Background: an optimization exercise with open tools, aiming at small area and a short achievable clock period. Do not read the settings as production practice.
RTL that was checked went through simulation tests only; none was proved equivalent to the original.
Power is estimated from default activity; no workload was simulated.

==> module QE_M, before the edit <==
module QE_M (clk, reset, in_a, in_b, in_c, in_x, mode, valid_in, last_input, valid_out, result);
input wire clk, reset, mode;
input wire [7:0] in_a;
input wire [7:0] in_b;
input wire [7:0] in_c;
input wire [7:0] in_x;
input wire valid_in, last_input;
output reg valid_out;
output wire [15:0] result;
reg [7:0]  A0, B0, C0, X0;
reg        m0, v0, f0;
reg [15:0] R;
reg [7:0]  X1;
reg [7:0]  C1;
reg        m1, f1;
reg [15:0] Y;
reg        q0, q1;     
reg        lastd;      
wire [15:0] Z = m1 ? (f1 ? 16'd0 : Y) : {8'd0, C1};
always @(posedge clk) begin
	A0 <= in_a;
	B0 <= in_b;
	C0 <= in_c;
	X0 <= in_x;
	m0 <= mode;
	v0 <= valid_in;
	f0 <= lastd;
	R  <= A0 * X0 + (m0 ? 8'd0 : B0);
	X1 <= m0 ? {7'd0, v0} : X0;
	C1 <= C0;
	m1 <= m0;
	f1 <= f0;
	Y  <= R * X1 + Z;
end
always @(posedge clk or posedge reset) begin
	if (reset) begin
		q0 <= 1'b0;
		q1 <= 1'b0;
		valid_out <= 1'b0;
		lastd <= 1'b1;
	end else begin
		q0 <= mode ? last_input : valid_in;
		q1 <= q0;
		valid_out <= q1;
		lastd <= last_input;
	end
end
assign result = Y;
endmodule
clock: 6.5 ns
lec_check: 0
cap_margin: 20
core_margin: 2
core_utilization: 40
setup_slack_margin: 1.5
slew_margin: 20
run.sh (not shown) runs the stock make flow with config.mk's settings and CLKGATE_MAP_FILE= SYNTH_SCRIPT=/design/flow/synth_recipe.tcl, a recipe that flattens the netlist after the stock synthesis.
The first run ran to the end with no violations.
Next try:
==> flow/design.v (replaced) <==
module QE_M (clk, reset, in_a, in_b, in_c, in_x, mode, valid_in, last_input, valid_out, result);
input wire clk, reset, mode;
input wire [7:0] in_a;
input wire [7:0] in_b;
input wire [7:0] in_c;
input wire [7:0] in_x;
input wire valid_in, last_input;
output reg valid_out;
output wire [15:0] result;
reg [15:0] R;
reg [7:0]  X1;
reg [7:0]  C1;
reg [15:0] Y;
reg        q1;      
reg        fresh;   
wire       clr = valid_out | fresh;
wire [15:0] Z = mode ? (clr ? 16'd0 : Y) : {8'd0, C1};
always @(posedge clk) begin
	R  <= in_a * in_x + (mode ? 8'd0 : in_b);
	X1 <= mode ? {7'd0, valid_in} : in_x;
	C1 <= in_c;
	Y  <= R * X1 + Z;
end
always @(posedge clk or posedge reset) begin
	if (reset) begin
		q1 <= 1'b0;
		valid_out <= 1'b0;
		fresh <= 1'b1;
	end else begin
		q1 <= mode ? last_input : valid_in;
		valid_out <= q1;
		fresh <= fresh & ~valid_in;
	end
end
assign result = Y;
endmodule
Clock skew goes down by 0.0039 ns.
Cell area goes down by a few percent.
Synthesized area falls by roughly a tenth.
Global-route usage came out higher by 1.4 points.
Clock power goes down by well over a third.
Setup slack gets worse by 0.57 ns.
For the first run of this note, only the layout was checked, not whether the RTL still works.

========
## v6
QE_M, a different RTL version from the one above (not shown whole).
Size: about 880 cells after synthesis, roughly 0.0085 mm² of cells after synthesis.
Design QE_M, start of the top module:
module QE_M (clk, reset, in_a, in_b, in_c, in_x, mode, valid_in, last_input, valid_out, result);
export LEC_CHECK = 0
export CAP_MARGIN = 20
export CORE_MARGIN = 2
export CORE_UTILIZATION = 40
export CTS_BUF_LIST = sky130_fd_sc_hd__clkbuf_8
export SETUP_SLACK_MARGIN = 4.1
export SLEW_MARGIN = 20
export SYNTH_HIERARCHICAL = 1
create_clock -name core_clock -period 6.5 [get_ports {clk}]
standard.sh (not shown) runs the stock make flow with config.mk's settings and CLKGATE_MAP_FILE= SYNTH_SCRIPT=/design/flow/synth_recipe.tcl, a recipe that flattens the netlist after the stock synthesis.
==> flow/flow/run.sh <==
#!/bin/bash
# The standard layout, with buf_4 cells as the port buffers.
bash standard.sh "BUFFER_PORTS_ARGS=-buffer_cell sky130_fd_sc_hd__buf_4" finish > standard.log 2>&1
Changes in v7 relative to v6:
--- a/flow/design.v
+++ b/flow/design.v
@@ -131,19 +131,19 @@
 qe_x2 td_cp_sx7 (.a(td_cp_p[7]), .b(td_cp_c[7]), .y(S3s[7]));
 qe_x2 td_cp_sx8 (.a(td_cp_p[8]), .b(td_cp_c[8]), .y(S3s[8]));
 qe_x2 td_cp_sx9 (.a(td_cp_p[9]), .b(td_cp_c[9]), .y(S3s[9]));
 qe_x2 td_cp_sx10 (.a(td_cp_p[10]), .b(td_cp_c[10]), .y(S3s[10]));
 qe_x2 td_cp_sx11 (.a(td_cp_p[11]), .b(td_cp_c[11]), .y(S3s[11]));
 qe_x2 td_cp_sx12 (.a(td_cp_p[12]), .b(td_cp_c[12]), .y(S3s[12]));
 qe_x2 td_cp_sx13 (.a(td_cp_p[13]), .b(td_cp_c[13]), .y(S3s[13]));
 qe_x2 td_cp_sx14 (.a(td_cp_p[14]), .b(td_cp_c[14]), .y(S3s[14]));
 qe_x2 td_cp_sx15 (.a(td_cp_p[15]), .b(td_cp_c[15]), .y(S3s[15]));
-wire [7:0] bg = ~(in_b & {8{~m1}});
+wire [7:0] bg = ~(in_b & {8{~mode}});
 wire pa_0_0, pa_0_1, pa_0_2, pa_0_3, pa_0_4, pa_0_5, pa_0_6, pa_0_7;
 wire pa_1_0, pa_1_1, pa_1_2, pa_1_3, pa_1_4, pa_1_5, pa_1_6, pa_1_7;
 wire pa_2_0, pa_2_1, pa_2_2, pa_2_3, pa_2_4, pa_2_5, pa_2_6, pa_2_7;
 wire pa_3_0, pa_3_1, pa_3_2, pa_3_3, pa_3_4, pa_3_5, pa_3_6, pa_3_7;
 wire pa_4_0, pa_4_1, pa_4_2, pa_4_3, pa_4_4, pa_4_5, pa_4_6, pa_4_7;
 wire pa_5_0, pa_5_1, pa_5_2, pa_5_3, pa_5_4, pa_5_5, pa_5_6, pa_5_7;
 wire pa_6_0, pa_6_1, pa_6_2, pa_6_3, pa_6_4, pa_6_5, pa_6_6, pa_6_7;
 wire pa_7_0, pa_7_1, pa_7_2, pa_7_3, pa_7_4, pa_7_5, pa_7_6, pa_7_7;
 wire pc_0_0, pc_0_1, pc_0_2, pc_0_3, pc_0_4, pc_0_5, pc_0_6, pc_0_7;
==> run summary <==
- Looking at the reports, v7 completed the entire flow and the layout it produced met the timing, design-rule and antenna checks.
- v7 — total wire length after detailed routing about 1.4% lower, v6 as reference
- v7: arrival time at the worst endpoint is 1.70 ns lower than what v6 reported.
- Against v6, v7 reports a via count that is lower.
- [compare] base=v6 new=v7: total of fill cells in the finished design lower, post-cts gate resize count picked up an extra 1, cell area after placement did not really move.
- Detailed route wirelength on metal3, v7 vs v6: down by more than 10%
For v6, only the layout was checked, not whether the RTL still works.

========
QE_M with an RTL version that a note above also has.
Size: ~770 cells after synthesis, about 89 flip-flops, ~54 I/O pins, about 7500 um2 of cells after synthesis.
make LEC_CHECK=0 CAP_MARGIN=20 CORE_MARGIN=2 CORE_UTILIZATION=40 SLEW_MARGIN=20 finish   # period 6.5 ns
run.sh (not shown) runs the stock make flow with config.mk's settings and CLKGATE_MAP_FILE= SYNTH_SCRIPT=/design/flow/synth_recipe.tcl, a recipe that flattens the netlist after the stock synthesis.
Stock flow here: none of the scripts above is used.
The baseline produced a clean layout.
Then changed:
==> flow/design.v (replaced) <==
module QE_M (clk, reset, in_a, in_b, in_c, in_x, mode, valid_in, last_input, valid_out, result);
input wire clk, reset, mode;
input wire [7:0] in_a;
input wire [7:0] in_b;
input wire [7:0] in_c;
input wire [7:0] in_x;
input wire valid_in, last_input;
output reg valid_out;
output wire [15:0] result;
reg [15:0] R;
reg [7:0]  X1;
reg [7:0]  C1;
reg [15:0] Y;
reg        q1;      
reg        fresh;   
wire       clr = valid_out | fresh;
wire [15:0] Z = mode ? (clr ? 16'd0 : Y) : {8'd0, C1};
always @(posedge clk) begin
	R  <= in_a * in_x + (mode ? 8'd0 : in_b);
	X1 <= mode ? {7'd0, valid_in} : in_x;
	C1 <= in_c;
	Y  <= R * X1 + Z;
end
always @(posedge clk or posedge reset) begin
	if (reset) begin
		q1 <= 1'b0;
		valid_out <= 1'b0;
		fresh <= 1'b1;
	end else begin
		q1 <= mode ? last_input : valid_in;
		valid_out <= q1;
		fresh <= fresh & ~valid_in;
	end
end
assign result = Y;
endmodule
What happened: The new run passed the timing, design-rule and antenna checks; final cell count decreases by about 7%; critical path depth goes up by 1; clock skew falls by 0.0039 ns; maximum frequency falls by 14%; worst hold slack is better by 0.030 ns; worst setup slack loses 0.85 ns; clock power falls by 48%; sequential share of layout area drops by 7.4 points.
No functional check of the RTL was part of the first run of this note.

========
== run C ==
QE_M, a different RTL version from the one above (not shown whole).
For scale: roughly 150 flip-flops, roughly 54 I/O pins, about 0.0084 mm^2 of cells after synthesis.
Settings: LEC_CHECK=0, CAP_MARGIN=20, CORE_MARGIN=2, CORE_UTILIZATION=40, CTS_BUF_LIST=sky130_fd_sc_hd__clkbuf_8, SETUP_SLACK_MARGIN=4, SLEW_MARGIN=20, SYNTH_HIERARCHICAL=1; clock period 6.5 ns.
standard.sh (not shown) runs the stock make flow with config.mk's settings and CLKGATE_MAP_FILE= SYNTH_SCRIPT=/design/flow/synth_recipe.tcl, a recipe that flattens the netlist after the stock synthesis.
==> flow/flow/run.sh <==
#!/bin/bash
# The standard layout, with buf_2 cells as the port buffers.
bash standard.sh "BUFFER_PORTS_ARGS=-buffer_cell sky130_fd_sc_hd__buf_2" finish > standard.log 2>&1
Run C ended with every stage complete and zero timing, DRC or antenna violations.
Changes in run B relative to run C:
diff --git a/flow/design.v b/flow/design.v
--- a/flow/design.v
+++ b/flow/design.v
@@ -132,17 +132,17 @@
 qe_x2 td_cp_sx8 (.a(td_cp_p[8]), .b(td_cp_c[8]), .y(S3s[8]));
 qe_x2 td_cp_sx9 (.a(td_cp_p[9]), .b(td_cp_c[9]), .y(S3s[9]));
 qe_x2 td_cp_sx10 (.a(td_cp_p[10]), .b(td_cp_c[10]), .y(S3s[10]));
 qe_x2 td_cp_sx11 (.a(td_cp_p[11]), .b(td_cp_c[11]), .y(S3s[11]));
 qe_x2 td_cp_sx12 (.a(td_cp_p[12]), .b(td_cp_c[12]), .y(S3s[12]));
 qe_x2 td_cp_sx13 (.a(td_cp_p[13]), .b(td_cp_c[13]), .y(S3s[13]));
 qe_x2 td_cp_sx14 (.a(td_cp_p[14]), .b(td_cp_c[14]), .y(S3s[14]));
 qe_x2 td_cp_sx15 (.a(td_cp_p[15]), .b(td_cp_c[15]), .y(S3s[15]));
-wire [7:0] bg = ~(in_b & {8{~m1}});
+wire [7:0] bg = ~(in_b & {8{~mode}});
 wire pa_0_0, pa_0_1, pa_0_2, pa_0_3, pa_0_4, pa_0_5, pa_0_6, pa_0_7;
 wire pa_1_0, pa_1_1, pa_1_2, pa_1_3, pa_1_4, pa_1_5, pa_1_6, pa_1_7;
 wire pa_2_0, pa_2_1, pa_2_2, pa_2_3, pa_2_4, pa_2_5, pa_2_6, pa_2_7;
 wire pa_3_0, pa_3_1, pa_3_2, pa_3_3, pa_3_4, pa_3_5, pa_3_6, pa_3_7;
 wire pa_4_0, pa_4_1, pa_4_2, pa_4_3, pa_4_4, pa_4_5, pa_4_6, pa_4_7;
 wire pa_5_0, pa_5_1, pa_5_2, pa_5_3, pa_5_4, pa_5_5, pa_5_6, pa_5_7;
 wire pa_6_0, pa_6_1, pa_6_2, pa_6_3, pa_6_4, pa_6_5, pa_6_6, pa_6_7;
 wire pa_7_0, pa_7_1, pa_7_2, pa_7_3, pa_7_4, pa_7_5, pa_7_6, pa_7_7;
[summary]
Between run B and run C, the share of synthesized area occupied by flip-flops and latches does not differ in any meaningful way. Run B vs. run C: number of flops mapped to enable cells by yosys closely matched the old numbers, weighted congestion at the end of routability-driven global placement increased by 0.0096 relative to the old numbers, routed via count divided by cell count now smaller. Hold slack across run B and run C: no real change. Run B reports its critical path launch point as mode while run C reports keep2$_DFF_P_. Going from run C to run B, the final wirelength was found to have gone down by 360 um. Run B: count of instances resized after the clock tree is built is 3 higher than what run C reported. There was hardly any difference in cell area between run B and run C. Diff run C -> run B: number of nets with antenna violations after detailed routing essentially unchanged, cell count essentially unchanged, core utilization essentially unchanged.
The RTL of run C was laid out without a check of its function.

[port drivers added, routing unchanged]
Ports are ideal in the flow. The routed layouts listed here were re-timed in OpenROAD.
Step 1 assumes that a clkbuf_16 drives the clock port and a buf_2 every other input.
Step 2 times the ports against the registers' clock, not the clock port: input delays grow and output delays shrink by t, the midpoint of the rising clock arrivals with the driver on.
Slacks: no drivers / after step 1 / after step 2; pairs: no drivers / after step 1.
| run | shift t [ns] | setup slack, ns | hold WS [ns] |
|---|---|---|---|
| the first run of note 1 | 0.394 | 1.946 / 1.946 / 1.946 | 0.329 / 0.329 / 0.329 |
| the second run of note 1 | 0.341 | 1.376 / 1.378 / 1.037 | 0.353 / 0.353 / 0.353 |
| v6 | 0.481 | 4.222 / 4.196 / 3.785 | 0.333 / 0.333 / 0.333 |
| v7 | 0.475 | 4.250 / 4.214 / 3.811 | 0.328 / 0.328 / 0.328 |
| the first run of note 3 | 0.393 | 1.477 / 1.477 / 1.477 | 0.329 / 0.329 / 0.329 |
| the second run of note 3 | 0.331 | 0.627 / 0.632 / 0.301 | 0.358 / 0.358 / 0.358 |
| run C | 0.481 | 4.087 / 4.087 / 3.647 | 0.328 / 0.328 / 0.328 |
| run B | 0.476 | 4.112 / 4.128 / 3.652 | 0.326 / 0.326 / 0.326 |
After both steps setup and hold are still met in every run listed. For run B, which loses most, drivers alone change the setup slack by +0.016 ns; drivers and shift together by -0.460 ns.
